This is an optimization exercise on Yosys and OpenROAD, whose aim is small area, not a production implementation. RTL that was checked went through simulation tests only; none was proved equivalent to the original. For runs 1 to 3, only the layout was checked, not whether the RTL still works. Power figures rest on the tool's default switching activity, not on a simulated workload.

==> design.v <==
module Top_Memory_Game (
    input wire clk,
    input wire rst_n,
    input wire [7:0] btn_raw,
    output wire [7:0] led_out,
    output wire [7:0] seg_data,
    output wire [7:0] seg_sel,
    output wire pwm_servo,
    output wire lcd_rs,
    output wire lcd_rw,
    output wire lcd_en,
    output wire [7:0] lcd_data
);
    wire       any_key;
    wire [2:0] key;
    wire [7:0] sdec;
    wire [5:0] e;
    wire [3:0] st;
    wire [2:0] round;
    wire [4:0] score;
    mg_debounce u_db (
        .clk(clk), .rst_n(rst_n), .btn_raw(btn_raw),
        .any_key(any_key), .key(key)
    );
    mg_timebase u_tb (
        .clk(clk), .rst_n(rst_n), .e(e),
        .sdec(sdec), .pwm_servo(pwm_servo)
    );
    assign seg_sel = ~sdec;
    mg_core u_core (
        .clk(clk), .rst_n(rst_n), .any_key(any_key), .key(key), .sdec(sdec),
        .led_out(led_out), .seg_data(seg_data), .e(e),
        .st(st), .round(round), .score(score)
    );
    mg_lcd u_lcd (
        .clk(clk), .rst_n(rst_n), .st(st), .round(round), .score(score),
        .lcd_rs(lcd_rs), .lcd_rw(lcd_rw), .lcd_en(lcd_en), .lcd_data(lcd_data)
    );
endmodule
module mg_debounce (
    input wire clk,
    input wire rst_n,
    input wire [7:0] btn_raw,
    output wire any_key,
    output reg [2:0] key
);
    localparam [9:0] MASK = 10'b1010101010;
    localparam [9:0] HIT  = 10'd712;
    wire [7:0] btn_in = ~btn_raw;
    reg  [7:0] db_prev, db_out;
    wire [7:0] db_hit;
    genvar g;
    generate
        for (g = 0; g < 8; g = g + 1) begin : db
            reg  [9:0] d;            
            wire [9:0] c = d ^ MASK;
            wire       clr = btn_in[g] ^ db_prev[g];
            assign db_hit[g] = (d == (HIT ^ MASK));
            always @(posedge clk)
                d <= (clr ? 10'd0 : {c[8:0], ~(c[9] ^ c[6])}) ^ MASK;
        end
    endgenerate
    always @(posedge clk or negedge rst_n) begin
        if (!rst_n) begin
            db_prev <= 8'd0;
            db_out  <= 8'd0;
        end else begin
            db_prev <= btn_in;
            db_out  <= (db_hit & db_prev) | (~db_hit & db_out);
        end
    end
    wire [7:0] btn_pos = db_hit & db_prev & ~db_out;
    assign any_key = |btn_pos;
    always @(*) begin
        casez (btn_pos)
            8'b???????1: key = 3'd0;
            8'b??????10: key = 3'd1;
            8'b?????100: key = 3'd2;
            8'b????1000: key = 3'd3;
            8'b???10000: key = 3'd4;
            8'b??100000: key = 3'd5;
            8'b?1000000: key = 3'd6;
            default:     key = 3'd7;
        endcase
    end
endmodule
module mg_timebase (
    input wire clk,
    input wire rst_n,
    input wire [5:0] e,
    output wire [7:0] sdec,      
    output reg pwm_servo
);
    reg [2:0] lo;
    reg [6:0] ph7;       
    reg [6:0] sh7;       
    reg       pre;
    wire [9:0] pcnt = {ph7, lo};
    wire p999 = (ph7 == 7'd124) && (lo == 3'd7);
    always @(posedge clk or negedge rst_n) begin
        if (!rst_n) begin
            lo <= 3'd0; ph7 <= 7'd0; sh7 <= 7'd0; pwm_servo <= 1'b0;
        end else begin
            lo <= lo + 3'd1;
            if (lo == 3'd7) begin
                ph7 <= (ph7 == 7'd124) ? 7'd0 : ph7 + 7'd1;
                sh7 <= sh7 + 7'd1;
            end
            pwm_servo <= pre;
        end
    end
    always @(posedge clk)
        pre <= p999 || (pcnt < {4'd0, e} + 10'd49);
    assign sdec = 8'd1 << sh7[6:4];
endmodule
module mg_core (
    input wire clk,
    input wire rst_n,
    input wire any_key,
    input wire [2:0] key,
    input wire [7:0] sdec,
    output wire [7:0] led_out,
    output wire [7:0] seg_data,
    output wire [5:0] e,
    output reg [3:0] st,
    output reg [2:0] round,
    output reg [4:0] score
);
    localparam S_GB   = 4'd0;    
    localparam S_GS   = 4'd1;    
    localparam S_SB   = 4'd2;    
    localparam S_SC   = 4'd3;    
    localparam S_GA   = 4'd4;    
    localparam S_WT   = 4'd5;    
    localparam S_XC   = 4'd6;    
    localparam S_CK   = 4'd7;
    localparam S_IDLE = 4'd8;
    localparam S_PS   = 4'd9;
    localparam S_FL   = 4'd10;
    localparam S_XF   = 4'd11;   
    localparam S_DN   = 4'd12;
    localparam [11:0] PH0 = 12'd0;
    localparam [11:0] PH1 = 12'd1;
    localparam [11:0] PHL = 12'd3386;    
    reg [11:0] ph;
    reg [7:0]  cq;
    reg [3:0]  idx;
    reg [2:0]  A [0:7];
    reg        rep;
    reg        match;
    wire ph0    = (ph == PH0);
    wire phlast = (ph == PHL);
    wire [3:0] k = {1'b0, round} + 4'd3;
    reg [4:0] per_q, on_q;
    always @(*) begin
        case (round)
            3'd2: begin per_q = 5'd16; on_q = 5'd12; end
            3'd3: begin per_q = 5'd12; on_q = 5'd9;  end
            3'd4: begin per_q = 5'd8;  on_q = 5'd6;  end
            3'd5: begin per_q = 5'd4;  on_q = 5'd3;  end
            default: begin per_q = 5'd20; on_q = 5'd15; end
        endcase
    end
    wire first   = (cq == 8'd0) && ph0;
    wire t_idle  = (cq == 8'd60) && ph0;             
    wire t_check = (cq == 8'd9) && phlast;           
    wire t_end   = (cq == 8'd59) && phlast;          
    wire t_per   = (cq == {3'd0, per_q}) && ph0;
    wire t_up    = (cq == 8'd200) && (ph == PH1);    
    wire last_i  = (idx == k - 4'd1);
    reg [15:0] lfsr;
    always @(posedge clk or negedge rst_n) begin
        if (!rst_n) lfsr <= 16'hACE1;
        else        lfsr <= {lfsr[14:0], lfsr[15] ^ lfsr[13] ^ lfsr[12] ^ lfsr[10]};
    end
    wire [2:0] rv = lfsr[2:0];
    wire [7:0] dec = 8'd1 << idx[2:0];
    reg  [2:0] a_cur, a_disp;
    integer j;
    always @(*) begin
        a_cur = 3'd0; a_disp = 3'd0;
        for (j = 0; j < 8; j = j + 1) begin
            a_cur  = a_cur  | ({3{dec[j]}}  & A[j]);
            a_disp = a_disp | ({3{sdec[j]}} & A[j]);
        end
    end
    wire g_first = (idx == 4'd15);
    wire skip    = !g_first && (rv == a_cur) && rep;
    wire gen_wr  = (st == S_GB) && !last_i && !skip;
    wire key_wr  = (st == S_WT) && !t_up && (idx != k) && !first && any_key;
    wire [2:0] wd = (st == S_GB) ? rv : key;
    wire [7:0] we = ({8{gen_wr}} & {dec[6:0], dec[7]}) | ({8{key_wr}} & dec);
    wire t_clr = (st == S_GB) || (st == S_SC) || (st == S_XC) || (st == S_XF) ||
                 ((st == S_SB) && t_per) || ((st == S_GS) && (ph == PH1));
    always @(posedge clk or negedge rst_n) begin
        if (!rst_n) begin
            st <= S_IDLE; ph <= PH0; cq <= 8'd0; idx <= 4'd0;
            round <= 3'd1; score <= 5'd0;
        end else begin
            if (t_clr) begin
                ph <= PH0; cq <= 8'd0;
            end else begin
                ph <= phlast ? PH0 : {ph[10:0], ~(ph[11] ^ ph[10] ^ ph[9] ^ ph[3])};
                cq <= cq + {7'd0, phlast};
            end
            case (st)
                S_IDLE: if (t_idle) st <= S_GA;
                S_GA: begin idx <= 4'd15; st <= S_GB; end
                S_GB: begin
                    if (last_i) st <= S_GS;
                    else if (!skip) idx <= idx + 4'd1;
                end
                S_GS: if (ph == PH1) begin idx <= 4'd0; st <= S_SB; end
                S_SB: if (t_per) begin
                    if (last_i) st <= S_SC;
                    else idx <= idx + 4'd1;
                end
                S_SC: begin idx <= 4'd0; st <= S_WT; end
                S_WT: begin
                    if (t_up) st <= S_XF;
                    else if (idx == k) st <= S_XC;
                    else if (key_wr) idx <= idx + 4'd1;
                end
                S_XC: st <= S_CK;
                S_XF: begin round <= round + 3'd1; st <= S_FL; end
                S_CK: if (t_check) begin
                    round <= round + 3'd1;
                    if (match) begin
                        score <= score + {2'd0, round} + 5'd1;
                        st <= S_PS;
                    end else st <= S_FL;
                end
                S_PS, S_FL: if (t_end) st <= (round == 3'd6) ? S_DN : S_GA;
                default: st <= S_DN;
            endcase
        end
    end
    always @(posedge clk) begin
        for (j = 0; j < 8; j = j + 1)
            if (we[j]) A[j] <= wd;
        if (gen_wr) rep <= !g_first && (rv == a_cur);
        if (st == S_SC) match <= 1'b1;
        if (key_wr) match <= match & (key == a_cur);
    end
    wire led_on = (st == S_SB) && !first &&
                  ((cq < {3'd0, on_q}) || ((cq == {3'd0, on_q}) && ph0));
    assign led_out = led_on ? (8'd1 << a_cur) : 8'd0;
    assign e = (st == S_WT || st == S_XC || st == S_XF) ? cq[7:2] : 6'd0;
    reg [7:0] cnt_gt;
    always @(*)
        for (j = 0; j < 8; j = j + 1)
            cnt_gt[j] = (idx > j);
    wire show = (st[3:2] != 2'b00) && |(cnt_gt & sdec);
    reg [7:0] seg;
    always @(*) begin
        case (a_disp)
            3'd0: seg = 8'h06;
            3'd1: seg = 8'h5B;
            3'd2: seg = 8'h4F;
            3'd3: seg = 8'h66;
            3'd4: seg = 8'h6D;
            3'd5: seg = 8'h7D;
            3'd6: seg = 8'h07;
            default: seg = 8'h7F;
        endcase
    end
    assign seg_data = show ? seg : 8'h00;
endmodule
module mg_lcd (
    input wire clk,
    input wire rst_n,
    input wire [3:0] st,
    input wire [2:0] round,
    input wire [4:0] score,
    output wire lcd_rs,
    output wire lcd_rw,
    output wire lcd_en,
    output reg [7:0] lcd_data
);
    reg [1:0]  lph;              
    reg        lln;              
    reg [2:0]  sub;
    reg [3:0]  ci;
    wire [2:0] scr = !st[3] ? 3'd0 :
                     st[2]  ? 3'd4 :
                     st[1]  ? 3'd3 :
                     st[0]  ? 3'd2 : 3'd1;
    reg [7:0] txt;
    reg [3:0] dsel;
    always @(*) begin
        dsel = 4'd0;
        case ({scr, lln, ci})
            {3'd0, 1'b0, 4'd0}: begin txt = 8'h4C; end
            {3'd0, 1'b0, 4'd1}: begin txt = 8'h76; end
            {3'd0, 1'b0, 4'd2}: begin txt = 8'h2E; end
            {3'd0, 1'b0, 4'd3}: begin txt = 8'h20; end
            {3'd0, 1'b0, 4'd4}: begin txt = 8'h30; dsel[0] = 1'b1; end
            {3'd0, 1'b0, 4'd5}: begin txt = 8'h20; end
            {3'd0, 1'b0, 4'd6}: begin txt = 8'h20; end
            {3'd0, 1'b0, 4'd7}: begin txt = 8'h20; end
            {3'd0, 1'b0, 4'd8}: begin txt = 8'h20; end
            {3'd0, 1'b0, 4'd9}: begin txt = 8'h20; end
            {3'd0, 1'b0, 4'd10}: begin txt = 8'h20; end
            {3'd0, 1'b0, 4'd11}: begin txt = 8'h20; end
            {3'd0, 1'b0, 4'd12}: begin txt = 8'h20; end
            {3'd0, 1'b0, 4'd13}: begin txt = 8'h20; end
            {3'd0, 1'b0, 4'd14}: begin txt = 8'h20; end
            {3'd0, 1'b0, 4'd15}: begin txt = 8'h20; end
            {3'd0, 1'b1, 4'd0}: begin txt = 8'h53; end
            {3'd0, 1'b1, 4'd1}: begin txt = 8'h63; end
            {3'd0, 1'b1, 4'd2}: begin txt = 8'h6F; end
            {3'd0, 1'b1, 4'd3}: begin txt = 8'h72; end
            {3'd0, 1'b1, 4'd4}: begin txt = 8'h65; end
            {3'd0, 1'b1, 4'd5}: begin txt = 8'h3A; end
            {3'd0, 1'b1, 4'd6}: begin txt = 8'h20; end
            {3'd0, 1'b1, 4'd7}: begin txt = 8'h30; dsel[1] = 1'b1; end
            {3'd0, 1'b1, 4'd8}: begin txt = 8'h30; dsel[2] = 1'b1; end
            {3'd0, 1'b1, 4'd9}: begin txt = 8'h30; dsel[3] = 1'b1; end
            {3'd0, 1'b1, 4'd10}: begin txt = 8'h20; end
            {3'd0, 1'b1, 4'd11}: begin txt = 8'h20; end
            {3'd0, 1'b1, 4'd12}: begin txt = 8'h20; end
            {3'd0, 1'b1, 4'd13}: begin txt = 8'h20; end
            {3'd0, 1'b1, 4'd14}: begin txt = 8'h20; end
            {3'd0, 1'b1, 4'd15}: begin txt = 8'h20; end
            {3'd1, 1'b0, 4'd0}: begin txt = 8'h20; end
            {3'd1, 1'b0, 4'd1}: begin txt = 8'h20; end
            {3'd1, 1'b0, 4'd2}: begin txt = 8'h20; end
            {3'd1, 1'b0, 4'd3}: begin txt = 8'h47; end
            {3'd1, 1'b0, 4'd4}: begin txt = 8'h61; end
            {3'd1, 1'b0, 4'd5}: begin txt = 8'h6D; end
            {3'd1, 1'b0, 4'd6}: begin txt = 8'h65; end
            {3'd1, 1'b0, 4'd7}: begin txt = 8'h20; end
            {3'd1, 1'b0, 4'd8}: begin txt = 8'h53; end
            {3'd1, 1'b0, 4'd9}: begin txt = 8'h74; end
            {3'd1, 1'b0, 4'd10}: begin txt = 8'h61; end
            {3'd1, 1'b0, 4'd11}: begin txt = 8'h72; end
            {3'd1, 1'b0, 4'd12}: begin txt = 8'h74; end
            {3'd1, 1'b0, 4'd13}: begin txt = 8'h20; end
            {3'd1, 1'b0, 4'd14}: begin txt = 8'h20; end
            {3'd1, 1'b0, 4'd15}: begin txt = 8'h20; end
            {3'd1, 1'b1, 4'd0}: begin txt = 8'h20; end
            {3'd1, 1'b1, 4'd1}: begin txt = 8'h20; end
            {3'd1, 1'b1, 4'd2}: begin txt = 8'h20; end
            {3'd1, 1'b1, 4'd3}: begin txt = 8'h20; end
            {3'd1, 1'b1, 4'd4}: begin txt = 8'h20; end
            {3'd1, 1'b1, 4'd5}: begin txt = 8'h20; end
            {3'd1, 1'b1, 4'd6}: begin txt = 8'h20; end
            {3'd1, 1'b1, 4'd7}: begin txt = 8'h20; end
            {3'd1, 1'b1, 4'd8}: begin txt = 8'h20; end
            {3'd1, 1'b1, 4'd9}: begin txt = 8'h20; end
            {3'd1, 1'b1, 4'd10}: begin txt = 8'h20; end
            {3'd1, 1'b1, 4'd11}: begin txt = 8'h20; end
            {3'd1, 1'b1, 4'd12}: begin txt = 8'h20; end
            {3'd1, 1'b1, 4'd13}: begin txt = 8'h20; end
            {3'd1, 1'b1, 4'd14}: begin txt = 8'h20; end
            {3'd1, 1'b1, 4'd15}: begin txt = 8'h20; end
            {3'd2, 1'b0, 4'd0}: begin txt = 8'h20; end
            {3'd2, 1'b0, 4'd1}: begin txt = 8'h20; end
            {3'd2, 1'b0, 4'd2}: begin txt = 8'h20; end
            {3'd2, 1'b0, 4'd3}: begin txt = 8'h20; end
            {3'd2, 1'b0, 4'd4}: begin txt = 8'h53; end
            {3'd2, 1'b0, 4'd5}: begin txt = 8'h75; end
            {3'd2, 1'b0, 4'd6}: begin txt = 8'h63; end
            {3'd2, 1'b0, 4'd7}: begin txt = 8'h63; end
            {3'd2, 1'b0, 4'd8}: begin txt = 8'h65; end
            {3'd2, 1'b0, 4'd9}: begin txt = 8'h73; end
            {3'd2, 1'b0, 4'd10}: begin txt = 8'h73; end
            {3'd2, 1'b0, 4'd11}: begin txt = 8'h21; end
            {3'd2, 1'b0, 4'd12}: begin txt = 8'h20; end
            {3'd2, 1'b0, 4'd13}: begin txt = 8'h20; end
            {3'd2, 1'b0, 4'd14}: begin txt = 8'h20; end
            {3'd2, 1'b0, 4'd15}: begin txt = 8'h20; end
            {3'd2, 1'b1, 4'd0}: begin txt = 8'h20; end
            {3'd2, 1'b1, 4'd1}: begin txt = 8'h4E; end
            {3'd2, 1'b1, 4'd2}: begin txt = 8'h65; end
            {3'd2, 1'b1, 4'd3}: begin txt = 8'h78; end
            {3'd2, 1'b1, 4'd4}: begin txt = 8'h74; end
            {3'd2, 1'b1, 4'd5}: begin txt = 8'h20; end
            {3'd2, 1'b1, 4'd6}: begin txt = 8'h4C; end
            {3'd2, 1'b1, 4'd7}: begin txt = 8'h65; end
            {3'd2, 1'b1, 4'd8}: begin txt = 8'h76; end
            {3'd2, 1'b1, 4'd9}: begin txt = 8'h65; end
            {3'd2, 1'b1, 4'd10}: begin txt = 8'h6C; end
            {3'd2, 1'b1, 4'd11}: begin txt = 8'h2E; end
            {3'd2, 1'b1, 4'd12}: begin txt = 8'h2E; end
            {3'd2, 1'b1, 4'd13}: begin txt = 8'h2E; end
            {3'd2, 1'b1, 4'd14}: begin txt = 8'h20; end
            {3'd2, 1'b1, 4'd15}: begin txt = 8'h20; end
            {3'd3, 1'b0, 4'd0}: begin txt = 8'h20; end
            {3'd3, 1'b0, 4'd1}: begin txt = 8'h20; end
            {3'd3, 1'b0, 4'd2}: begin txt = 8'h20; end
            {3'd3, 1'b0, 4'd3}: begin txt = 8'h20; end
            {3'd3, 1'b0, 4'd4}: begin txt = 8'h20; end
            {3'd3, 1'b0, 4'd5}: begin txt = 8'h46; end
            {3'd3, 1'b0, 4'd6}: begin txt = 8'h61; end
            {3'd3, 1'b0, 4'd7}: begin txt = 8'h69; end
            {3'd3, 1'b0, 4'd8}: begin txt = 8'h6C; end
            {3'd3, 1'b0, 4'd9}: begin txt = 8'h2E; end
            {3'd3, 1'b0, 4'd10}: begin txt = 8'h2E; end
            {3'd3, 1'b0, 4'd11}: begin txt = 8'h2E; end
            {3'd3, 1'b0, 4'd12}: begin txt = 8'h20; end
            {3'd3, 1'b0, 4'd13}: begin txt = 8'h20; end
            {3'd3, 1'b0, 4'd14}: begin txt = 8'h20; end
            {3'd3, 1'b0, 4'd15}: begin txt = 8'h20; end
            {3'd3, 1'b1, 4'd0}: begin txt = 8'h20; end
            {3'd3, 1'b1, 4'd1}: begin txt = 8'h20; end
            {3'd3, 1'b1, 4'd2}: begin txt = 8'h54; end
            {3'd3, 1'b1, 4'd3}: begin txt = 8'h72; end
            {3'd3, 1'b1, 4'd4}: begin txt = 8'h79; end
            {3'd3, 1'b1, 4'd5}: begin txt = 8'h20; end
            {3'd3, 1'b1, 4'd6}: begin txt = 8'h41; end
            {3'd3, 1'b1, 4'd7}: begin txt = 8'h67; end
            {3'd3, 1'b1, 4'd8}: begin txt = 8'h61; end
            {3'd3, 1'b1, 4'd9}: begin txt = 8'h69; end
            {3'd3, 1'b1, 4'd10}: begin txt = 8'h6E; end
            {3'd3, 1'b1, 4'd11}: begin txt = 8'h2E; end
            {3'd3, 1'b1, 4'd12}: begin txt = 8'h2E; end
            {3'd3, 1'b1, 4'd13}: begin txt = 8'h2E; end
            {3'd3, 1'b1, 4'd14}: begin txt = 8'h20; end
            {3'd3, 1'b1, 4'd15}: begin txt = 8'h20; end
            {3'd4, 1'b0, 4'd0}: begin txt = 8'h20; end
            {3'd4, 1'b0, 4'd1}: begin txt = 8'h20; end
            {3'd4, 1'b0, 4'd2}: begin txt = 8'h46; end
            {3'd4, 1'b0, 4'd3}: begin txt = 8'h49; end
            {3'd4, 1'b0, 4'd4}: begin txt = 8'h4E; end
            {3'd4, 1'b0, 4'd5}: begin txt = 8'h41; end
            {3'd4, 1'b0, 4'd6}: begin txt = 8'h4C; end
            {3'd4, 1'b0, 4'd7}: begin txt = 8'h20; end
            {3'd4, 1'b0, 4'd8}: begin txt = 8'h53; end
            {3'd4, 1'b0, 4'd9}: begin txt = 8'h43; end
            {3'd4, 1'b0, 4'd10}: begin txt = 8'h4F; end
            {3'd4, 1'b0, 4'd11}: begin txt = 8'h52; end
            {3'd4, 1'b0, 4'd12}: begin txt = 8'h45; end
            {3'd4, 1'b0, 4'd13}: begin txt = 8'h20; end
            {3'd4, 1'b0, 4'd14}: begin txt = 8'h20; end
            {3'd4, 1'b0, 4'd15}: begin txt = 8'h20; end
            {3'd4, 1'b1, 4'd0}: begin txt = 8'h54; end
            {3'd4, 1'b1, 4'd1}: begin txt = 8'h6F; end
            {3'd4, 1'b1, 4'd2}: begin txt = 8'h74; end
            {3'd4, 1'b1, 4'd3}: begin txt = 8'h61; end
            {3'd4, 1'b1, 4'd4}: begin txt = 8'h6C; end
            {3'd4, 1'b1, 4'd5}: begin txt = 8'h3A; end
            {3'd4, 1'b1, 4'd6}: begin txt = 8'h20; end
            {3'd4, 1'b1, 4'd7}: begin txt = 8'h30; dsel[1] = 1'b1; end
            {3'd4, 1'b1, 4'd8}: begin txt = 8'h30; dsel[2] = 1'b1; end
            {3'd4, 1'b1, 4'd9}: begin txt = 8'h30; dsel[3] = 1'b1; end
            {3'd4, 1'b1, 4'd10}: begin txt = 8'h20; end
            {3'd4, 1'b1, 4'd11}: begin txt = 8'h20; end
            {3'd4, 1'b1, 4'd12}: begin txt = 8'h20; end
            {3'd4, 1'b1, 4'd13}: begin txt = 8'h20; end
            {3'd4, 1'b1, 4'd14}: begin txt = 8'h20; end
            {3'd4, 1'b1, 4'd15}: begin txt = 8'h20; end
            default: txt = 8'h20;
        endcase
    end
    wire [7:0] d_h = (score >= 5'd20) ? 8'd1 : 8'd0;
    wire [3:0] tens = (score >= 5'd20) ? 4'd0 : score[4:1];
    wire [7:0] dig = ({8{dsel[0]}} & {5'd0, round}) |
                     ({8{dsel[1]}} & d_h) |
                     ({8{dsel[2]}} & {4'd0, tens}) |
                     ({8{dsel[3]}} & {5'd0, score[0], 1'b0, score[0]});
    wire [7:0] chr = txt | dig;
    reg [7:0] icmd;
    always @(*) begin
        casez (lcd_data)
            8'b??1?????: icmd = 8'h0C;
            8'b????1???: icmd = 8'h06;
            8'b??????1?: icmd = 8'h01;
            8'b???????1: icmd = 8'h80;
            default:     icmd = 8'h38;
        endcase
    end
    wire is_line = (lph == 2'd1);
    wire lwrap = (sub == 3'd5);
    wire dend  = (ci == 4'd12) && (sub == 3'd4);
    wire pos0  = (ci == 4'd0) && (sub == 3'd0);
    always @(posedge clk or negedge rst_n) begin
        if (!rst_n) begin
            lph <= 2'd0; lln <= 1'b0; sub <= 3'd0; ci <= 4'd0; lcd_data <= 8'd0;
        end else begin
            case (lph)
                2'd1: begin
                    if (lwrap) begin
                        sub <= 3'd0; ci <= ci + 4'd1;
                        if (ci == 4'd15) lph <= 2'd2;
                    end else sub <= sub + 3'd1;
                    if (lwrap && ci == 4'd15) lcd_data <= lln ? 8'h80 : 8'hC0;
                    else lcd_data <= chr;
                end
                default: begin
                    if (lph == 2'd0 && pos0) lcd_data <= icmd;
                    if (dend) begin
                        sub <= 3'd0; ci <= 4'd0;
                        if (lph == 2'd2) begin lph <= 2'd1; lln <= ~lln; end
                        else if (lcd_data[7]) lph <= 2'd1;
                    end else begin
                        sub <= sub + 3'd1;
                        if (sub == 3'd7) ci <= ci + 4'd1;
                    end
                end
            endcase
        end
    end
    assign lcd_en = is_line ? (sub == 3'd1 || sub == 3'd2)
                            : (ci == 4'd0 && sub != 3'd0 && sub <= 3'd5);
    assign lcd_rs = is_line && !pos0;
    assign lcd_rw = 1'b0;
endmodule
==> run.sh <==
#!/bin/bash
# synth_recipe.tcl (not shown) runs the flow's synth.tcl, then flattens the netlist and writes it again
# the make line also repeats each setting of config.mk as NAME=value (left out here)
make -C /OpenROAD-flow-scripts/flow DESIGN_CONFIG=/design/flow/config.mk WORK_HOME=/design/flow/orfs CLKGATE_MAP_FILE= SYNTH_SCRIPT=/design/flow/synth_recipe.tcl finish
==> config.mk <==
export PLATFORM = sky130hd
export DESIGN_NAME = Top_Memory_Game
export DESIGN_NICKNAME = Top_Memory_Game
export VERILOG_FILES = /design/flow/design.v
export SDC_FILE = /design/flow/constraint.sdc
export NUM_CORES = 4
export LEC_CHECK = 0
export CAP_MARGIN = 20
export CORE_MARGIN = 2
export CORE_UTILIZATION = 60
export CTS_BUF_LIST = sky130_fd_sc_hd__clkbuf_8
export CTS_CLUSTER_DIAMETER = 40
export CTS_CLUSTER_SIZE = 20
export SLEW_MARGIN = 20
==> constraint.sdc <==
create_clock -name core_clock -period 25.0 [get_ports {clk}]
set_input_delay 5.0000 -clock core_clock [delete_from_list [all_inputs] [get_ports {clk}]]
set_output_delay 5.0000 -clock core_clock [all_outputs]
set_load 0.01 [all_outputs]
==> flow_summary.yaml, run 1 <==
outcome:
  outcome: "no timing/DRC/antenna violations"
sta:
  setup_total_negative_slack_ns: 0
  fmax_ghz: 0.109
  final_hold_violation_count: 0
  max_slew.worst_pin.slew_ns: 1.00
  final.period_utilization: 0.367
  timing.hold.ws_ns: 0.328
  finalSetupViolCount: 0
  setup_repair_after_global_routing_missed_its_margin: "no"
  worst_slew_margin_rel: 0.325
  worst_case_clock_skew_ns: 0.0325
  finalCriticalPeriod_ns: 9.19
  post-route-worst-setup-slack_ns: 15.81
  slew_viol_final: 0
place:
  placed_cells: 1430
  numPortBuffers: 43
  dp_slack_ns: 16.42
  hpwl_um: 17800
  place_congestion: 0.904
critical_path:
  r2r_cells: 9
  arrival_time_at_the_worst_endpoint_ns: 4.19
  timing.critical_path.to_type: "output pin"
  critical_path_required_ns: 20.00
  r2r_setup_slack_ns: 21.16
  crit_path_frequent_cell: "ha_1"
  worstSetupStartpointType: "flip-flop"
  timing.critical_path.slowest_cell_delay_ns: 0.65
  largest_driver_fanout_on_the_critical_path: 10
  critical_path_start_end_classification: "flip-flop to output pin"
  slowest_stage: "dfstp_2"
  cp_cell_sequence: "inv_1 -> ha_1 -> ha_1 -> nor3_1 -> o22ai_1 -> ha_1 -> o21ai_0 -> nand2b_1 -> a21oi_1 -> o2111a_1 -> nand2_1 -> nor3b_1 -> clkdlybuf4s50_1"
finish:
  post-route-util: 0.675
  fin_nets: 1303
  layout.cells.most_common_list: "nor2_1, nand2_1, dfrtp_1"
  final_common_cell: "nor2_1"
  layout_cells_sized_above_1: 0.100
  antenna_cells_inserted: 0
  stdcell_count: 1489
  flow.area_growth_from_synthesis_pct: 10.4
floorplan:
  floorplan.io_pins: 46
  die_w_um: 142
  placement_rows: 50
  initial_core_util: 0.611
  placeableCoreArea_um2: 18700
  design.die.area_um2: 20200
  die_h_um: 142
route:
  final_wl_um: 25300
  first_iter_violations: 902
  vias: 9056
  avgRoutedWirePerCell_um: 17.0
  ant_nets: 0
  firstDrtPassIters: 6
  vias_per_cell: 6.08
  remaining_drc_errors: 0
synthesis:
  synth-edff-count: 26
  mean_post_synth_cell_area_um2: 9.52
  dominant_register_cell_in_the_synthesized_netlist: "dfrtp_1"
  ys.warnings.count: 5
  ys_seq_area_frac: 0.439
  synth_seq_cells: 211
  postSynthCellCount: 1201
  synth.cell_area_um2: 11400
  synth.distinct_cells: 101
  synth_async_sr_flop_share: 0.493
global_route:
  gr-usage-all-layers: 0.252
  grt_pass1_wl_um: 41800
  largest_net_degree_at_the_start_of_global_routing: 69
  grt_antenna_before_repair: 0
  first_global_vias: 8439
  grt_remaining_overflow: 0
cts:
  clk_transition_reported_paths_ns: 0.08
  ctsResizeCount: 0
  tritoncts.num_buffers: 31
  clk_latency_ns: 0.58
  tritoncts: "built"
  clk_root_buffer_cell: "clkbuf_8"
  clock_sink_count: 211
  htree_levels: 1
  cts.repair_timing.setup_buffer_count: 0
  hold_fix_buffers_at_cts: 0
  max-clock-path-buffers: 3
pwr:
  pwr-share-clk: 0.451
  power.combinational.fraction: 0.022
  leakagePower_uw: 0.00512
  seqPwrFrac: 0.527
  net-switching-power_uw: 155
  internal_power_contribution_uw: 518
  p_per_area_nw_per_um2: 53.2
  power.switching_fraction: 0.230
  worst_ir_drop_vdd_mv: 0.0715
min_path:
  holdPathStages: 0
  holdCritPathClass: "flip-flop to flip-flop"
flow_run:
  cap_violations: 0
layout make-up:
class / instances / area (um^2)
well taps: 234 / 293
inverters: 54 / 203
flip-flops and latches: 211 / 5020
fillers: 1482 / 6080
clock buffers: 37 / 509
repair buffers: 52 / 493
multi-input cells: 880 / 5910
clock inverters: 21 / 205
power groups by stage:
stage / Combinational, uW / Clock, uW / Sequential, uW
6_report: 14.6 / 303 / 355
5_1_grt: 16.9 / 326 / 355
4_1_cts: 15.1 / 312 / 355
3_5_place_dp: 15.1 / 0 / 362
3_3_place_gp: 15.0 / 0 / 361
2_1_floorplan: 7.99 / 0 / 361
path summary, 6_finish.rpt:
| path | start | endpoint |
|---|---|---|
| worst max-delay path | u_core.round[0] | led_out[1] |
| worst min-delay path | u_tb.pre | u_tb.pwm_servo |
| worst max register to register | u_core.idx[0] | u_core.A[7][2] |
| worst min register to register | u_tb.pre | u_tb.pwm_servo |
| max in group asynchronous | rst_n | u_lcd.lph[0] |
| min in group asynchronous | rst_n | u_core.idx[3] |
kinds of logic (layout without fill, tap and decap cells):
kind of cell | Yosys count | after routing | share of synthesized area
AND/OR/NAND/NOR | 473 | 473 | 0.216
buffers and inverters | 111 | 164 | 0.0455
XOR/XNOR | 71 | 71 | 0.0544
adder cells (fa/ha/maj) | 63 | 63 | 0.0696
multiplexers | 28 | 28 | 0.0295
AO/OA/AOI/OAI | 243 | 243 | 0.146
flip-flops | 211 | 211 | 0.439
other | 1 | 2 | 0.000328
per-layer routing:
layer | track usage | wire length [um] | vias up
met5 | 0 | 0 | -
met4 | 0.0668 | 478 | 0
met3 | 0.0373 | 1700 | 44
met2 | 0.395 | 11400 | 327
met1 | 0.366 | 11700 | 4313
li1 | - | - | 4372
flip-flops by register name, indices dropped and copies added (netlist names), 2 cells and up, named ones only:
signal / cells
u_db.db.d: 80
u_core.A: 24
u_core.idx: 4
u_lcd.lcd_data: 8
u_core.ph: 12
u_lcd.sub: 3
u_tb.sh7: 7
u_core.cq: 8
u_core.score: 5
u_lcd.ci: 4
u_lcd.lph: 2
u_tb.ph7: 7
u_tb.lo: 3
u_core.round: 3
u_core.lfsr: 16
u_db.db_prev: 8
u_core.st: 4
through the flow:
step / total power, uW / cell area, um^2
detailed placement: 377 / 11900
global placement: 376 / 11900
global route: 698 / 12600
finish: 672 / 12600
floorplan: 369 / 11400
CTS: 682 / 12600
worst max-delay path: cells and delay by family (launching register included):
kind            cells  cell delay [ns]
compound gates      4             0.70
buf+inv             2             0.70
simple gates        4             0.72
flops               1             0.65
fa+ha+maj           3             0.84
cells in the mapped netlist, drive strengths merged, types with 14 or more instances:
library cell  instances  area, um^2
nand4                21         131
xnor2                41         359
clkbuf               46         243
a21oi                56         284
nor3                 27         151
xor2                 30         263
dfxtp                81        1620
edfxtp               26         781
o21ai                57         297
nor2                120         450
nor2b                25         156
nand2               118         443
and3                 25         164
nand2b               19         119
dfrtp                94        2350
inv                  53         199
nor4                 14         103
ha                   62         776
mux2                 16         180
nand3                34         175
==> inputs of run 2 (changes only) <==
--- a/config.mk
+++ b/config.mk
@@ -8,7 +8,7 @@
 export CAP_MARGIN = 20
 export CORE_MARGIN = 2
 export CORE_UTILIZATION = 60
-export CTS_BUF_LIST = sky130_fd_sc_hd__clkbuf_8
+export CTS_BUF_LIST = sky130_fd_sc_hd__clkbuf_8 sky130_fd_sc_hd__clkbuf_16
 export CTS_CLUSTER_DIAMETER = 40
 export CTS_CLUSTER_SIZE = 20
 export SLEW_MARGIN = 20
==> run 2 against run 1 <==
  * Still clean on timing, DRC and antenna
  * Wire length rose by 1.9%
  * Global-route usage rose by 0.57 points
  * Count of clock-buffer cells in the layout did not move
  * Area after synthesis did not move
  * Combinational power barely moved
  * Utilization rose by 1.9 points
  * Via count barely moved
  * Critical endpoint unchanged
==> flow_summary.yaml, run 2 <==
floorplan:
  die_w_um: 142
  floorplan.io_pins: 46
  initial_core_util: 0.611
  placeableCoreArea_um2: 18700
  design.die.area_um2: 20200
  placement_rows: 50
  die_h_um: 142
global_route:
  first_global_vias: 8625
  largest_net_degree_at_the_start_of_global_routing: 69
  globalRoute.busiestLayer: "met2"
  gr-usage-all-layers: 0.257
  grt_util_met1: 0.367
  global_route.usage.met3: 0.0380
  grt_antenna_before_repair: 0
  grt_pass1_wl_um: 42800
  grt_remaining_overflow: 0
  gr-usage-met2: 0.412
flow_run:
  cap_violations: 0
synthesis:
  synth_compound_area_frac: 0.146
  dominant_combinational_cell_family_by_area_after_synthesis: "simple AND/OR/NAND/NOR gates"
  synth-edff-count: 26
  yosys-mux-area-fraction: 0.0296
  postSynthCellCount: 1201
  synthDominantCellAreaShare: 0.206
  dominant_register_cell_in_the_synthesized_netlist: "dfrtp_1"
  synth_seq_cells: 211
  ys.warnings.count: 5
  synth-adder-area-share: 0.0696
  synthSimpleGateAreaFrac: 0.216
  synth.cells.most_frequent: "nor2_1, nand2_1, dfrtp_1, dfxtp_1, ha_1"
  yosys.area.top_type: "dfrtp_1"
  ys_seq_area_frac: 0.439
  synth.distinct_cells: 101
  synth_async_sr_flop_share: 0.493
  post-synth-top-count-cell: "nor2_1"
  mean_post_synth_cell_area_um2: 9.52
  ys_top_cells_by_area: "dfrtp_1, dfxtp_1, edfxtp_1, ha_1, nor2_1"
  synth_xor_area_frac: 0.0544
  synth.cell_area_um2: 11400
cts:
  cts.repair_timing.setup_buffer_count: 0
  hold_fix_buffers_at_cts: 0
  clk_transition_reported_paths_ns: 0.06
  htree_levels: 1
  tritoncts: "built"
  clock_sink_count: 211
  max-clock-path-buffers: 3
  ctsResizeCount: 0
  clk_latency_ns: 0.56
  clk_root_buffer_cell: "clkbuf_16"
  tritoncts.num_buffers: 31
route:
  vias_per_cell: 6.08
  final_wl_um: 25800
  firstDrtPassIters: 8
  avgRoutedWirePerCell_um: 17.3
  ant_nets: 0
  remaining_drc_errors: 0
  vias: 9049
  first_iter_violations: 924
critical_path:
  timing.critical_path.to_type: "output pin"
  worstSetupStartpointType: "flip-flop"
  largest_driver_fanout_on_the_critical_path: 10
  arrival_time_at_the_worst_endpoint_ns: 4.15
  critical_path_required_ns: 20.00
  critical_path_start_end_classification: "flip-flop to output pin"
finish:
  largest_register: "u_db.db.d"
  layout_cells_sized_above_1: 0.100
  multiInputGateArea_um2: 5910
  stdcell_count: 1489
  final_common_cell: "nor2_1"
  flow.area_growth_from_synthesis_pct: 13.6
  largest_register_ff_count: 80
  antenna_cells_inserted: 0
  fin_nets: 1303
  top_regs: "u_db.db.d x80, u_core.A x24, u_core.lfsr x16"
  layout.cells.most_common_list: "nor2_1, nand2_1, dfrtp_1"
  regArea_um2: 5020
  fillers: 1439
sta:
  setup_repair_after_global_routing_missed_its_margin: "no"
  finalSetupViolCount: 0
  slew_viol_final: 0
  max_slew.worst_pin.slew_ns: 1.00
  fmax_ghz: 0.109
  final_hold_violation_count: 0
  final.period_utilization: 0.366
  post-route-worst-setup-slack_ns: 15.85
  timing.hold.ws_ns: 0.326
  setup_total_negative_slack_ns: 0
  worst_case_clock_skew_ns: 0.0231
  finalCriticalPeriod_ns: 9.15
  worst_slew_margin_rel: 0.324
pwr:
  internal_power_contribution_uw: 625
  worst_ir_drop_vdd_mv: 0.0825
  power.switching_fraction: 0.220
  pwr-share-clk: 0.538
  power.combinational.fraction: 0.018
  net-switching-power_uw: 176
  leakagePower_uw: 0.00528
  p_per_area_nw_per_um2: 61.7
  seqPwrFrac: 0.444
  post-layout-total-power_uw: 801
outcome:
  outcome: "no timing/DRC/antenna violations"
place:
  hpwl_um: 17800
  numPortBuffers: 43
  placed_cells: 1430
  place_congestion: 0.904
  dp_slack_ns: 16.42
min_path:
  holdCritPathClass: "flip-flop to flip-flop"
[run 2: cell types whose count changed in the layout (fill, tap and decap cells not counted)]
cell,previous run,this run
inv_8,2,1
inv_16,0,1
clkbuf_16,0,31
clkbuf_8,37,6
[run 2: power by group through the flow]
stage	sequential, uW	clock [uW]	combinational [uW]
after floorplan	361	0	7.99
after global placement	361	0	15.0
after detailed placement	362	0	15.1
after CTS	355	439	15.2
after global routing	356	453	16.9
final	355	431	14.6
[run 2: path summary, 6_finish.rpt]
kind,startpoint,to,slack [ns],depth (start not counted)
min in group asynchronous,rst_n,u_core.idx[3],4.42,1
max,u_core.round[0],led_out[1],15.85,13
max reg2reg,u_core.idx[0],u_core.A[7][2],21.19,9
min,u_tb.pre,u_tb.pwm_servo,0.33,0
min reg2reg,u_tb.pre,u_tb.pwm_servo,0.33,0
max in group asynchronous,rst_n,u_lcd.lcd_data[6],19.34,2
[run 2: layout make-up]
cell class                 instances  area share
multi-input combinational        880       0.455
sequential                       211       0.386
clock buffer                      37      0.0661
timing repair buffer              52      0.0380
tap                              234      0.0225
clock inverter                    21      0.0165
inverter                          54      0.0156
[run 2: per-stage QoR]
| step | util | cell area (um^2) |
|---|---|---|
| 2_1_floorplan | - | 11400 |
| 3_3_place_gp | 0.636 | 11900 |
| 3_5_place_dp | 0.636 | 11900 |
| 4_1_cts | 0.693 | 13000 |
| 5_1_grt | 0.694 | 13000 |
| 6_report | 0.694 | 13000 |
[run 2: critical path: stages, from the launching register on]
cell	delay [ns]
dfstp_2	0.64
inv_1	0.14
ha_1	0.25
ha_1	0.29
nor3_1	0.29
o22ai_1	0.16
ha_1	0.30
o21ai_0	0.07
nand2b_1	0.07
a21oi_1	0.15
o2111a_1	0.30
nand2_1	0.13
nor3b_1	0.23
clkdlybuf4s50_1	0.56
[run 2: logic make-up (layout without fill, tap and decap cells)]
| kind of cell | count (synthesis) | in the layout |
|---|---|---|
| muxes | 28 | 28 |
| adders and majority gates | 63 | 63 |
| other | 1 | 2 |
| buffers and inverters | 111 | 164 |
| xor gates and xnor gates | 71 | 71 |
| and+or+nand+nor | 473 | 473 |
| AOI/OAI and AO/OA | 243 | 243 |
| DFF | 211 | 211 |
[run 2: routing by layer]
layer	routed length (um)	up-vias
met5	0	-
met4	570	0
met3	1610	44
met2	11800	313
met1	11800	4315
li1	-	4377
==> inputs of run 3 (changes only) <==
--- a/config.mk
+++ b/config.mk
@@ -8,7 +8,7 @@
 export CAP_MARGIN = 20
 export CORE_MARGIN = 2
 export CORE_UTILIZATION = 60
-export CTS_BUF_LIST = sky130_fd_sc_hd__clkbuf_8 sky130_fd_sc_hd__clkbuf_16
-export CTS_CLUSTER_DIAMETER = 40
-export CTS_CLUSTER_SIZE = 20
+export CTS_BUF_LIST = sky130_fd_sc_hd__clkbuf_8
+export CTS_CLUSTER_DIAMETER = 60
+export CTS_CLUSTER_SIZE = 16
 export SLEW_MARGIN = 20
==> run 3 against run 2 <==
  * Non-clock buffer count did not move
  * Clock skew up 0.0025 ns
  * Combinational power about the same
  * Critical path depth is the same
  * Worst setup slack got worse by 0.038 ns
  * Count of clock-buffer cells in the layout down 16
  * Die area unchanged
==> flow_summary.yaml, run 3 <==
cts:
  hold_fix_buffers_at_cts: 0
  clk_latency_ns: 0.55
  cts.repair_timing.setup_buffer_count: 0
  max-clock-path-buffers: 3
  clk_transition_reported_paths_ns: 0.10
  htree_levels: 1
  tritoncts.num_buffers: 21
  ctsResizeCount: 0
  clock_sink_count: 211
  tritoncts: "built"
  clk_root_buffer_cell: "clkbuf_8"
route:
  vias: 8992
  firstDrtPassIters: 7
  vias_per_cell: 6.12
  first_iter_violations: 909
  avgRoutedWirePerCell_um: 17.3
  final_wl_um: 25500
  remaining_drc_errors: 0
  ant_nets: 0
pwr:
  worst_ir_drop_vdd_mv: 0.0544
  p_per_area_nw_per_um2: 48.0
  leakagePower_uw: 0.00500
global_route:
  grt_antenna_before_repair: 0
  grt_remaining_overflow: 0
  largest_net_degree_at_the_start_of_global_routing: 69
  first_global_vias: 8413
  grt_pass1_wl_um: 42000
  gr-usage-all-layers: 0.253
place:
  place_congestion: 0.904
  hpwl_um: 17800
  numPortBuffers: 43
sta:
  fmax_ghz: 0.109
  setup_total_negative_slack_ns: 0
  max_slew.worst_pin.slew_ns: 0.998
  finalCriticalPeriod_ns: 9.19
  finalSetupViolCount: 0
  final_hold_violation_count: 0
  worst_case_clock_skew_ns: 0.0256
  worst_slew_margin_rel: 0.328
  final.period_utilization: 0.367
  slew_viol_final: 0
  setup_repair_after_global_routing_missed_its_margin: "no"
  timing.hold.ws_ns: 0.348
flow_run:
  cap_violations: 0
synthesis:
  synth.cells.most_frequent: "nor2_1, nand2_1, dfrtp_1, dfxtp_1, ha_1"
  ys.warnings.count: 5
  synth.distinct_cells: 101
  synth.cell_area_um2: 11400
  dominant_register_cell_in_the_synthesized_netlist: "dfrtp_1"
  ys_seq_area_frac: 0.439
  synth-edff-count: 26
  yosys.area.top_type: "dfrtp_1"
  synth_async_sr_flop_share: 0.493
  synthDominantCellAreaShare: 0.206
  ys_top_cells_by_area: "dfrtp_1, dfxtp_1, edfxtp_1, ha_1, nor2_1"
  mean_post_synth_cell_area_um2: 9.52
  synth_seq_cells: 211
  postSynthCellCount: 1201
  post-synth-top-count-cell: "nor2_1"
floorplan:
  floorplan.io_pins: 46
  placeableCoreArea_um2: 18700
  die_h_um: 142
  placement_rows: 50
  die_w_um: 142
  design.die.area_um2: 20200
  initial_core_util: 0.611
critical_path:
  r2r_setup_slack_ns: 21.15
  arrival_time_at_the_worst_endpoint_ns: 4.19
  r2r_cells: 9
  critical_path_start_end_classification: "flip-flop to output pin"
  r2r_end: "u_core.A[7][0]"
  worst_setup_path_startpoint: "u_core.round[0]"
  worstSetupStartpointType: "flip-flop"
  largest_driver_fanout_on_the_critical_path: 10
  critical_path_required_ns: 20.00
  timing.critical_path.to_type: "output pin"
  startpoint_of_the_worst_slack_reg_to_reg_timing_path: "u_core.idx[0]"
min_path:
  hold-path-endpoint: "u_tb.pwm_servo"
  holdPathStages: 0
  holdCritPathClass: "flip-flop to flip-flop"
  hold_start: "u_tb.pre"
finish:
  layout.cells.most_common_list: "nor2_1, nand2_1, dfrtp_1"
  final_common_cell: "nor2_1"
  fin_nets: 1293
  flow.area_growth_from_synthesis_pct: 7.98
  layout_cells_sized_above_1: 0.0810
  largest_register: "u_db.db.d"
  top_regs: "u_db.db.d x80, u_core.A x24, u_core.lfsr x16"
  largest_register_ff_count: 80
  antenna_cells_inserted: 0
outcome:
  outcome: "no timing/DRC/antenna violations"
-- run 3: worst max-delay path, cell delays in order (launching register included) --
cell             delay [ns]
dfstp_2                0.65
inv_1                  0.14
ha_1                   0.25
ha_1                   0.29
nor3_1                 0.30
o22ai_1                0.17
ha_1                   0.32
o21ai_0                0.08
nand2b_1               0.07
a21oi_1                0.15
o2111a_1               0.31
nand2_1                0.13
nor3b_1                0.23
clkdlybuf4s50_1        0.56
-- run 3: cells by family after synthesis --
logic type      count (synthesis)  synth area share
simple gates                  473             0.216
compound gates                243             0.146
flops                         211             0.439
buf+inv                       111            0.0455
xor+xnor                       71            0.0544
fa+ha+maj                      63            0.0696
mux                            28            0.0295
other cells                     1          0.000328
-- run 3: report_power, final --
part           total (uW)  leakage, uW  switching [uW]  internal (uW)
clock network         224     0.000247             129           95.5
logic                14.6      0.00264            9.59           5.03
registers             354      0.00211            3.86            351
-- run 3: worst max-delay path by stage --
stage / endpoint
floorplan: led_out[1]
global placement: led_out[1]
detailed placement: led_out[1]
CTS: led_out[1]
global route: led_out[1]
finish: led_out[1]
-- run 3: stage by stage --
stage,cells,instance area [um^2],power [uW],utilization,worst slack [ns]
CTS,1468,12300,602,0.659,15.78
global route,1469,12300,615,0.660,15.47
finish,1469,12300,593,0.660,15.81
floorplan,1202,11400,369,-,17.09
global placement,1430,11900,376,0.636,16.51
detailed placement,1430,11900,377,0.636,16.42
-- run 3: layout make-up --
cell class / count / area, um^2
inverter: 54 / 203
tap: 234 / 293
sequential: 211 / 5020
multi-input combinational: 880 / 5910
timing repair buffer: 52 / 493
fill: 1525 / 6360
clock buffer: 21 / 289
clock inverter: 17 / 144
-- run 3: per-layer routing --
layer	part of all wire	track usage
met1	0.46	0.368
met2	0.45	0.399
met3	0.063	0.0367
met4	0.017	0.0647
met5	0	0
==> inputs of run 4 (changes only) <==
--- a/design.v
+++ b/design.v
@@ -5,47 +5,14 @@
     output wire [7:0] led_out,
     output wire [7:0] seg_data,
     output wire [7:0] seg_sel,
-    output wire pwm_servo,
+    output reg pwm_servo,
     output wire lcd_rs,
     output wire lcd_rw,
     output wire lcd_en,
-    output wire [7:0] lcd_data
-);
-    wire       any_key;
-    wire [2:0] key;
-    wire [7:0] sdec;
-    wire [5:0] e;
-    wire [3:0] st;
-    wire [2:0] round;
-    wire [4:0] score;
-    mg_debounce u_db (
-        .clk(clk), .rst_n(rst_n), .btn_raw(btn_raw),
-        .any_key(any_key), .key(key)
-    );
-    mg_timebase u_tb (
-        .clk(clk), .rst_n(rst_n), .e(e),
-        .sdec(sdec), .pwm_servo(pwm_servo)
-    );
-    assign seg_sel = ~sdec;
-    mg_core u_core (
-        .clk(clk), .rst_n(rst_n), .any_key(any_key), .key(key), .sdec(sdec),
-        .led_out(led_out), .seg_data(seg_data), .e(e),
-        .st(st), .round(round), .score(score)
-    );
-    mg_lcd u_lcd (
-        .clk(clk), .rst_n(rst_n), .st(st), .round(round), .score(score),
-        .lcd_rs(lcd_rs), .lcd_rw(lcd_rw), .lcd_en(lcd_en), .lcd_data(lcd_data)
-    );
-endmodule
-module mg_debounce (
-    input wire clk,
-    input wire rst_n,
-    input wire [7:0] btn_raw,
-    output wire any_key,
-    output reg [2:0] key
+    output reg [7:0] lcd_data
 );
-    localparam [9:0] MASK = 10'b1010101010;
-    localparam [9:0] HIT  = 10'd712;
+    integer j;
+    localparam [9:0] DB_HIT = 10'd440;
     wire [7:0] btn_in = ~btn_raw;
     reg  [7:0] db_prev, db_out;
     wire [7:0] db_hit;
@@ -53,11 +20,10 @@
     generate
         for (g = 0; g < 8; g = g + 1) begin : db
             reg  [9:0] d;            
-            wire [9:0] c = d ^ MASK;
             wire       clr = btn_in[g] ^ db_prev[g];
-            assign db_hit[g] = (d == (HIT ^ MASK));
+            assign db_hit[g] = (d == DB_HIT);
             always @(posedge clk)
-                d <= (clr ? 10'd0 : {c[8:0], ~(c[9] ^ c[6])}) ^ MASK;
+                d <= clr ? 10'd0 : {~d[8:0], ~(d[9] ^ d[6])};
         end
     endgenerate
     always @(posedge clk or negedge rst_n) begin
@@ -70,7 +36,8 @@
         end
     end
     wire [7:0] btn_pos = db_hit & db_prev & ~db_out;
-    assign any_key = |btn_pos;
+    wire       any_key = |btn_pos;
+    reg  [2:0] key;
     always @(*) begin
         casez (btn_pos)
             8'b???????1: key = 3'd0;
@@ -83,18 +50,11 @@
             default:     key = 3'd7;
         endcase
     end
-endmodule
-module mg_timebase (
-    input wire clk,
-    input wire rst_n,
-    input wire [5:0] e,
-    output wire [7:0] sdec,      
-    output reg pwm_servo
-);
     reg [2:0] lo;
     reg [6:0] ph7;       
     reg [6:0] sh7;       
     reg       pre;
+    wire [5:0] e;
     wire [9:0] pcnt = {ph7, lo};
     wire p999 = (ph7 == 7'd124) && (lo == 3'd7);
     always @(posedge clk or negedge rst_n) begin
@@ -111,21 +71,8 @@
     end
     always @(posedge clk)
         pre <= p999 || (pcnt < {4'd0, e} + 10'd49);
-    assign sdec = 8'd1 << sh7[6:4];
-endmodule
-module mg_core (
-    input wire clk,
-    input wire rst_n,
-    input wire any_key,
-    input wire [2:0] key,
-    input wire [7:0] sdec,
-    output wire [7:0] led_out,
-    output wire [7:0] seg_data,
-    output wire [5:0] e,
-    output reg [3:0] st,
-    output reg [2:0] round,
-    output reg [4:0] score
-);
+    wire [7:0] sdec = 8'd1 << sh7[6:4];      
+    assign seg_sel = ~sdec;
     localparam S_GB   = 4'd0;    
     localparam S_GS   = 4'd1;    
     localparam S_SB   = 4'd2;    
@@ -142,6 +89,9 @@
     localparam [11:0] PH0 = 12'd0;
     localparam [11:0] PH1 = 12'd1;
     localparam [11:0] PHL = 12'd3386;    
+    reg [3:0]  st;
+    reg [2:0]  round;
+    reg [4:0]  score;
     reg [11:0] ph;
     reg [7:0]  cq;
     reg [3:0]  idx;
@@ -176,7 +126,6 @@
     wire [2:0] rv = lfsr[2:0];
     wire [7:0] dec = 8'd1 << idx[2:0];
     reg  [2:0] a_cur, a_disp;
-    integer j;
     always @(*) begin
         a_cur = 3'd0; a_disp = 3'd0;
         for (j = 0; j < 8; j = j + 1) begin
@@ -242,10 +191,10 @@
         if (st == S_SC) match <= 1'b1;
         if (key_wr) match <= match & (key == a_cur);
     end
+    assign e = (st == S_WT || st == S_XC || st == S_XF) ? cq[7:2] : 6'd0;
     wire led_on = (st == S_SB) && !first &&
                   ((cq < {3'd0, on_q}) || ((cq == {3'd0, on_q}) && ph0));
     assign led_out = led_on ? (8'd1 << a_cur) : 8'd0;
-    assign e = (st == S_WT || st == S_XC || st == S_XF) ? cq[7:2] : 6'd0;
     reg [7:0] cnt_gt;
     always @(*)
         for (j = 0; j < 8; j = j + 1)
@@ -265,18 +214,6 @@
         endcase
     end
     assign seg_data = show ? seg : 8'h00;
-endmodule
-module mg_lcd (
-    input wire clk,
-    input wire rst_n,
-    input wire [3:0] st,
-    input wire [2:0] round,
-    input wire [4:0] score,
-    output wire lcd_rs,
-    output wire lcd_rw,
-    output wire lcd_en,
-    output reg [7:0] lcd_data
-);
     reg [1:0]  lph;              
     reg        lln;              
     reg [2:0]  sub;
==> flow/run.sh (new file) <==
#!/bin/bash
# Own layout flow: the standard ORFS flow (standard.sh) with two changes:
#  - Yosys's ABC technology mapping uses an area-oriented script
#    (flow/abc_area_deep.script) in place of ORFS's delay-oriented one;
#  - the port buffers are buf_1 cells.
# Everything else (synthesis script, floorplan, power grid, CTS, routing) is
# ORFS's own. Each tool's output goes to its own log under orfs/logs/, and
# make's output to flow_make.log.
set -euo pipefail
W=$(pwd)
rm -rf "$W/orfs_scripts"
mkdir -p "$W/orfs_scripts"
cp -r "$FLOW_HOME/scripts/." "$W/orfs_scripts/"
cp "$W/flow/abc_area_deep.script" "$W/orfs_scripts/abc_speed.script"
bash "$W/standard.sh" "SCRIPTS_DIR=$W/orfs_scripts" \
    "BUFFER_PORTS_ARGS=-buffer_cell sky130_fd_sc_hd__buf_1" finish > "$W/flow_make.log" 2>&1
test -f "$W/out/final.def"
==> flow/abc_area_deep.script (new file) <==
strash
&get -n
&deepsyn -T 120
&put
dch
amap
==> standard.sh (new file) <==
#!/bin/bash
# synth_recipe.tcl (not shown) runs the flow's synth.tcl, then flattens the netlist and writes it again
# the make line also repeats each setting of config.mk as NAME=value (left out here)
make -C /OpenROAD-flow-scripts/flow DESIGN_CONFIG=/design/flow/config.mk WORK_HOME=/design/flow/orfs CLKGATE_MAP_FILE= SYNTH_SCRIPT=/design/flow/synth_recipe.tcl "${@:-finish}"
removed: run.sh
==> run 4 against run 3 <==
  * Count of clock-buffer cells in the layout down 1
  * Fmax increased by 3.9%
  * First-iteration DRC count shrank 15%
  * Register-to-register slack got worse by 1.3 ns
  * Highest routed layer unchanged
  * Utilization rose by 0.32 points
  * Clock power fell by 8%
  * Combinational power is 26% higher
  * Wire length decreased by 5.6%
==> flow_summary.yaml, run 4 <==
outcome:
  outcome: "no timing/DRC/antenna violations"
cts:
  tritoncts: "built"
  clk_root_buffer_cell: "clkbuf_8"
  tritoncts.num_buffers: 19
  clk_latency_ns: 0.53
  hold_fix_buffers_at_cts: 0
  htree_levels: 1
  ctsResizeCount: 0
  cts.repair_timing.setup_buffer_count: 0
  clock_sink_count: 211
  max-clock-path-buffers: 3
  clk_transition_reported_paths_ns: 0.10
global_route:
  grt_pass1_wl_um: 39800
  largest_net_degree_at_the_start_of_global_routing: 60
  grt_remaining_overflow: 0
  first_global_vias: 8045
  grt_antenna_before_repair: 0
  gr-usage-all-layers: 0.271
synthesis:
  ys_top_cells_by_area: "dfrtp_1, dfxtp_1, nor2_1, edfxtp_1, ha_1"
  synth.cell_area_um2: 10200
  ys.warnings.count: 2
  synth-edff-count: 26
  synth_seq_cells: 211
  postSynthCellCount: 1158
  synth_async_sr_flop_share: 0.493
  yosys.area.top_type: "dfrtp_1"
  mean_post_synth_cell_area_um2: 8.77
  synth.cells.most_frequent: "nor2_1, clkinv_1, dfrtp_1, dfxtp_1, nand2_1"
  synthDominantCellAreaShare: 0.232
  dominant_register_cell_in_the_synthesized_netlist: "dfrtp_1"
  ys_seq_area_frac: 0.494
  synth.distinct_cells: 50
  post-synth-top-count-cell: "nor2_1"
pwr:
  seqPwrFrac: 0.621
  power.combinational.fraction: 0.031
  internal_power_contribution_uw: 455
  net-switching-power_uw: 139
  worst_ir_drop_vdd_mv: 0.0780
  p_per_area_nw_per_um2: 54.0
  leakagePower_uw: 0.00434
  pwr-share-clk: 0.348
  power.switching_fraction: 0.234
critical_path:
  critical_path_required_ns: 20.00
  cp_cell_sequence: "clkinv_1 -> ha_1 -> a21oi_1 -> clkinv_1 -> a21oi_1 -> ha_1 -> nand4_1 -> nor3_1 -> a21oi_1 -> or3_1 -> or3_1 -> nor2_1 -> buf_1"
  slowest_stage: "dfrtp_1"
  crit_path_frequent_cell: "a21oi_1"
  largest_driver_fanout_on_the_critical_path: 8
  worstSetupStartpointType: "flip-flop"
  critical_path_start_end_classification: "flip-flop to output pin"
  arrival_time_at_the_worst_endpoint_ns: 3.84
  timing.critical_path.to_type: "output pin"
  worst_path_dominant_cell_family: "simple AND/OR/NAND/NOR gates"
  critical_path.n_buffers_inverters: 3
  timing.critical_path.slowest_cell_delay_ns: 0.57
sta:
  final_hold_violation_count: 0
  max_slew.worst_pin.slew_ns: 0.931
  worst_slew_margin_rel: 0.373
  post-route-worst-setup-slack_ns: 16.16
  worst_case_clock_skew_ns: 0.0228
  setup_total_negative_slack_ns: 0
  slew_viol_final: 0
  finalSetupViolCount: 0
  fmax_ghz: 0.113
  finalCriticalPeriod_ns: 8.84
  final.period_utilization: 0.354
  setup_repair_after_global_routing_missed_its_margin: "no"
place:
  dpl_cell_area_um2: 10600
  hpwl_um: 17900
  place_congestion: 1.03
  dp_slack_ns: 16.71
  numPortBuffers: 43
floorplan:
  die_h_um: 134
  design.die.area_um2: 18000
  placeableCoreArea_um2: 16600
  initial_core_util: 0.612
  floorplan.io_pins: 46
  die_w_um: 134
  placement_rows: 47
route:
  ant_nets: 0
  final_wl_um: 24000
  first_iter_violations: 774
  vias: 8586
  firstDrtPassIters: 5
  remaining_drc_errors: 0
  vias_per_cell: 5.89
  avgRoutedWirePerCell_um: 16.5
finish:
  layout_cells_sized_above_1: 0.0339
  antenna_cells_inserted: 0
  largest_register: "db.d"
  fillers: 1407
  top_regs: "db.d x80, A x24, lfsr x16"
  fin_nets: 1298
  final_common_cell: "nor2_1"
  largest_register_ff_count: 80
  layout.cells.most_common_list: "nor2_1, clkinv_1, dfrtp_1"
  flow.area_growth_from_synthesis_pct: 8.33
  final_area_um2: 11000
flow_run:
  cap_violations: 0
min_path:
  holdCritPathClass: "flip-flop to flip-flop"
[run 4: power groups by stage]
stage                     logic [uW]  clock network [uW]  registers, uW
after detailed placement        19.0                   0            376
after global placement          18.3                   0            376
after global routing            22.0                 225            371
after CTS                       19.1                 213            369
final                           18.4                 207            369
after floorplan                 12.2                   0            374
[run 4: through the flow]
step,hold slack (ns),std cells,utilization,power [uW]
2_1_floorplan,0.316,1159,-,386
3_3_place_gp,0.319,1424,0.640,394
3_5_place_dp,0.321,1424,0.640,395
4_1_cts,0.336,1458,0.663,601
5_1_grt,0.343,1458,0.663,617
6_report,0.335,1458,0.663,594
[run 4: path summary, 6_finish.rpt]
check,start,endpoint,slack [ns],cells past startpoint
max in group asynchronous,rst_n,db_prev[0],19.31,2
setup reg to reg,idx[2],idx[3],19.84,17
min in group asynchronous,rst_n,sh7[6],4.49,1
hold / removal,pre,pwm_servo,0.33,0
hold reg to reg,pre,pwm_servo,0.33,0
setup / recovery,round[1],led_out[5],16.16,13
[run 4: per-layer routing]
layer,up-vias,global-route usage,part of all wire
met3,47,0.0533,0.070
met5,-,0,0
met4,0,0.0737,0.024
li1,4197,-,-
met1,4039,0.389,0.46
met2,303,0.425,0.45
[run 4: logic make-up (layout without fill, tap and decap cells)]
| family | after synthesis | after routing | share of synthesized area |
|---|---|---|---|
| simple gates | 474 | 474 | 0.204 |
| compound gates | 260 | 260 | 0.167 |
| flops | 211 | 211 | 0.494 |
| buf+inv | 148 | 227 | 0.0555 |
| fa+ha+maj | 63 | 63 | 0.0784 |
| other cells | 1 | 2 | 0.000369 |
| xor+xnor | 1 | 1 | 0.000863 |
[run 4: area by class of cell]
class,instances,area (um^2),share of cell area
Sequential cell,211,5020,0.456
Multi-Input combinational cell,800,4570,0.416
Inverter,146,548,0.0498
Clock buffer,20,275,0.0250
Tap cell,220,275,0.0250
Timing Repair Buffer,47,195,0.0177
Clock inverter,14,111,0.0101
==> inputs of run 5 (changes only) <==
==> run.sh (new file) <==
#!/bin/bash
# synth_recipe.tcl (not shown) runs the flow's synth.tcl, then flattens the netlist and writes it again
# the make line also repeats each setting of config.mk as NAME=value (left out here)
make -C /OpenROAD-flow-scripts/flow DESIGN_CONFIG=/design/flow/config.mk WORK_HOME=/design/flow/orfs CLKGATE_MAP_FILE= SYNTH_SCRIPT=/design/flow/synth_recipe.tcl finish
removed: flow/run.sh
removed: flow/abc_area_deep.script
removed: standard.sh
==> run 5 against run 4 <==
  * Still clean on timing, DRC and antenna
  * Combinational power rose by 39%
  * Die area rose by 9.3%
  * Via count shrank 1.2%
  * Total power increased by 7.0%
  * Cell area up 9.7%
  * Hold slack worse by 0.0082 ns
  * Clock power is 13% higher
  * Critical path depth fell by 2
  * Register-to-register slack improved by 1.8 ns
  * Utilization rose by 0.37 points
  * Area after synthesis is 9.5% higher
==> flow_summary.yaml, run 5 <==
global_route:
  grt_remaining_overflow: 0
  grt_pass1_wl_um: 40900
  largest_net_degree_at_the_start_of_global_routing: 72
  first_global_vias: 8071
  grt_antenna_before_repair: 0
  gr-usage-all-layers: 0.253
synthesis:
  synth.distinct_cells: 98
  synth.cells.most_frequent: "nor2_1, dfrtp_1, dfxtp_1, nand2_1, ha_1"
  yosys.area.top_type: "dfrtp_1"
  synth_async_sr_flop_share: 0.493
  ys.warnings.count: 2
  dominant_register_cell_in_the_synthesized_netlist: "dfrtp_1"
  synth_seq_cells: 211
  synth-edff-count: 26
  synth.cell_area_um2: 11100
  synthDominantCellAreaShare: 0.212
  mean_post_synth_cell_area_um2: 9.58
  postSynthCellCount: 1161
  ys_top_cells_by_area: "dfrtp_1, dfxtp_1, edfxtp_1, ha_1, nor2_1"
  ys_seq_area_frac: 0.451
  post-synth-top-count-cell: "nor2_1"
cts:
  clock_sink_count: 211
  hold_fix_buffers_at_cts: 0
  htree_levels: 1
  ctsResizeCount: 0
  clk_latency_ns: 0.57
  cts.repair_timing.setup_buffer_count: 0
  max-clock-path-buffers: 3
  tritoncts.num_buffers: 20
  tritoncts: "built"
  clk_root_buffer_cell: "clkbuf_8"
  clk_transition_reported_paths_ns: 0.09
pwr:
  internal_power_contribution_uw: 487
  seqPwrFrac: 0.593
  p_per_area_nw_per_um2: 52.7
  worst_ir_drop_vdd_mv: 0.0580
  net-switching-power_uw: 149
  pwr-share-clk: 0.367
  post-layout-total-power_uw: 636
  leakagePower_uw: 0.00510
  power.switching_fraction: 0.235
  power.combinational.fraction: 0.040
critical_path:
  arrival_time_at_the_worst_endpoint_ns: 3.96
  worstSetupStartpointType: "flip-flop"
  largest_driver_fanout_on_the_critical_path: 9
  timing.critical_path.to_type: "output pin"
  r2r_setup_slack_ns: 21.62
  slowest_stage: "dfrtp_1"
  crit_path_frequent_cell: "ha_1"
  cp_cell_sequence: "inv_1 -> ha_1 -> a21o_1 -> or2_2 -> ha_1 -> nand4_1 -> o22ai_1 -> and3_1 -> o21ai_0 -> nor3_1 -> clkdlybuf4s50_1"
  critical_path_start_end_classification: "flip-flop to output pin"
  r2r_cells: 8
  critical_path_required_ns: 20.00
  timing.critical_path.slowest_cell_delay_ns: 0.57
sta:
  fmax_ghz: 0.112
  worst_case_clock_skew_ns: 0.0464
  final_hold_violation_count: 0
  worst_slew_margin_rel: 0.379
  final.period_utilization: 0.358
  slew_viol_final: 0
  finalCriticalPeriod_ns: 8.96
  setup_repair_after_global_routing_missed_its_margin: "no"
  max_slew.worst_pin.slew_ns: 0.919
  finalSetupViolCount: 0
  setup_total_negative_slack_ns: 0
finish:
  largest_register_ff_count: 80
  layout_cells_sized_above_1: 0.0706
  largest_register: "db.d"
  fin_nets: 1249
  antenna_cells_inserted: 0
  post-route-util: 0.667
  flow.area_growth_from_synthesis_pct: 8.46
  final_common_cell: "nor2_1"
  final_area_um2: 12100
  top_regs: "db.d x80, A x24, lfsr x16"
  layout.cells.most_common_list: "nor2_1, dfrtp_1, dfxtp_1"
  stdcell_count: 1419
route:
  firstDrtPassIters: 8
  avgRoutedWirePerCell_um: 17.1
  final_wl_um: 24300
  remaining_drc_errors: 0
  vias_per_cell: 5.98
  vias: 8486
  ant_nets: 0
  first_iter_violations: 872
place:
  hpwl_um: 17300
  dpl_cell_area_um2: 11600
  placed_cells: 1383
  numPortBuffers: 43
  place_congestion: 0.965
floorplan:
  initial_core_util: 0.615
  die_h_um: 140
  design.die.area_um2: 19600
  die_w_um: 140
  floorplan.io_pins: 46
  placement_rows: 49
  placeableCoreArea_um2: 18100
outcome:
  outcome: "no timing/DRC/antenna violations"
flow_run:
  cap_violations: 0
min_path:
  holdCritPathClass: "flip-flop to flip-flop"
  holdPathStages: 0
[run 5: cell types whose count changed in the layout (fill, tap and decap cells not counted), sizes merged, moves of 31 or more]
cell           change
clkinv           -142
inv               +55
nor2             -105
clkdlybuf4s50     +42
xnor2             +31
buf               -40
[run 5: area by class of cell]
type / count / area, um^2
Fill cell: 1477 / 6030
Sequential cell: 211 / 5020
Inverter: 57 / 214
Tap cell: 229 / 287
Clock inverter: 16 / 173
Clock buffer: 20 / 275
Multi-Input combinational cell: 838 / 5630
Timing Repair Buffer: 48 / 465
[run 5: critical path, delay by kind of cell, from the launching register on]
family,cells,cell delay (ns)
compound gates,3,0.58
fa+ha+maj,2,0.69
buf+inv,2,0.75
flops,1,0.57
simple gates,4,0.82
[run 5: power groups by stage]
stage	clock network, uW	registers [uW]	logic (uW)
3_5_place_dp	0	384	26.5
4_1_cts	240	377	26.4
3_3_place_gp	0	384	25.4
6_report	233	377	25.6
2_1_floorplan	0	381	18.0
5_1_grt	252	380	30.6
[run 5: worst paths after layout]
path                               start     endpoint
worst max-delay path            round[1]   led_out[7]
worst min-delay path                 pre    pwm_servo
worst max register to register  round[1]        ph[4]
worst min register to register       pre    pwm_servo
max in group asynchronous          rst_n  lcd_data[3]
min in group asynchronous          rst_n        ph[6]
[run 5: per-layer routing]
layer  wire (um)  up-vias  part of all wire  global-route usage
li1            -     4168                 -                   -
met1       11000     4001              0.45               0.357
met2       11200      252              0.46               0.402
met3        1330       65             0.055              0.0397
met4         705        0             0.029              0.0861
met5           0        -                 0                   0
[run 5: stage by stage]
stage          setup WS (ns)  hold slack [ns]
2_1_floorplan          17.44            0.316
3_3_place_gp           16.70            0.317
3_5_place_dp           16.62            0.328
4_1_cts                16.03            0.329
5_1_grt                15.85            0.343
6_report               16.04            0.326
[run 5: cells by family (layout without fill, tap and decap cells)]
family                     count (synthesis)  count (layout)  synth area share
AOI/OAI and AO/OA                        240             240             0.154
and+or+nand+nor                          449             449             0.208
other                                      1               2          0.000337
adders and majority gates                 63              63            0.0716
buffers and inverters                    113             141            0.0429
xor gates and xnor gates                  61              61            0.0480
DFF                                      211             211             0.451
muxes                                     23              23            0.0240

[re-timing with driven ports]
The results above use ideal ports. As a check the final layouts listed here were re-extracted and re-timed, cells and wires unchanged. Step 1 assumes that a clkbuf_16 drives the clock port and a buf_2 every other input. Step 2 also shifts input and output timing later by t, the mid clock arrival at the registers, as if the neighbouring blocks saw the same clock. Slacks: no drivers / after step 1 / after step 2; pairs: no drivers / after step 1.
run | t, ns | setup slack, ns
run 1 | 0.607 | 15.815 / 15.769 / 16.375
run 2 | 0.597 | 15.852 / 15.805 / 16.401
run 3 | 0.583 | 15.814 / 15.770 / 16.353
run 4 | 0.564 | 16.156 / 16.115 / 16.678
run 5 | 0.586 | 16.038 / 15.995 / 16.581
After both steps every run listed still meets setup and hold.
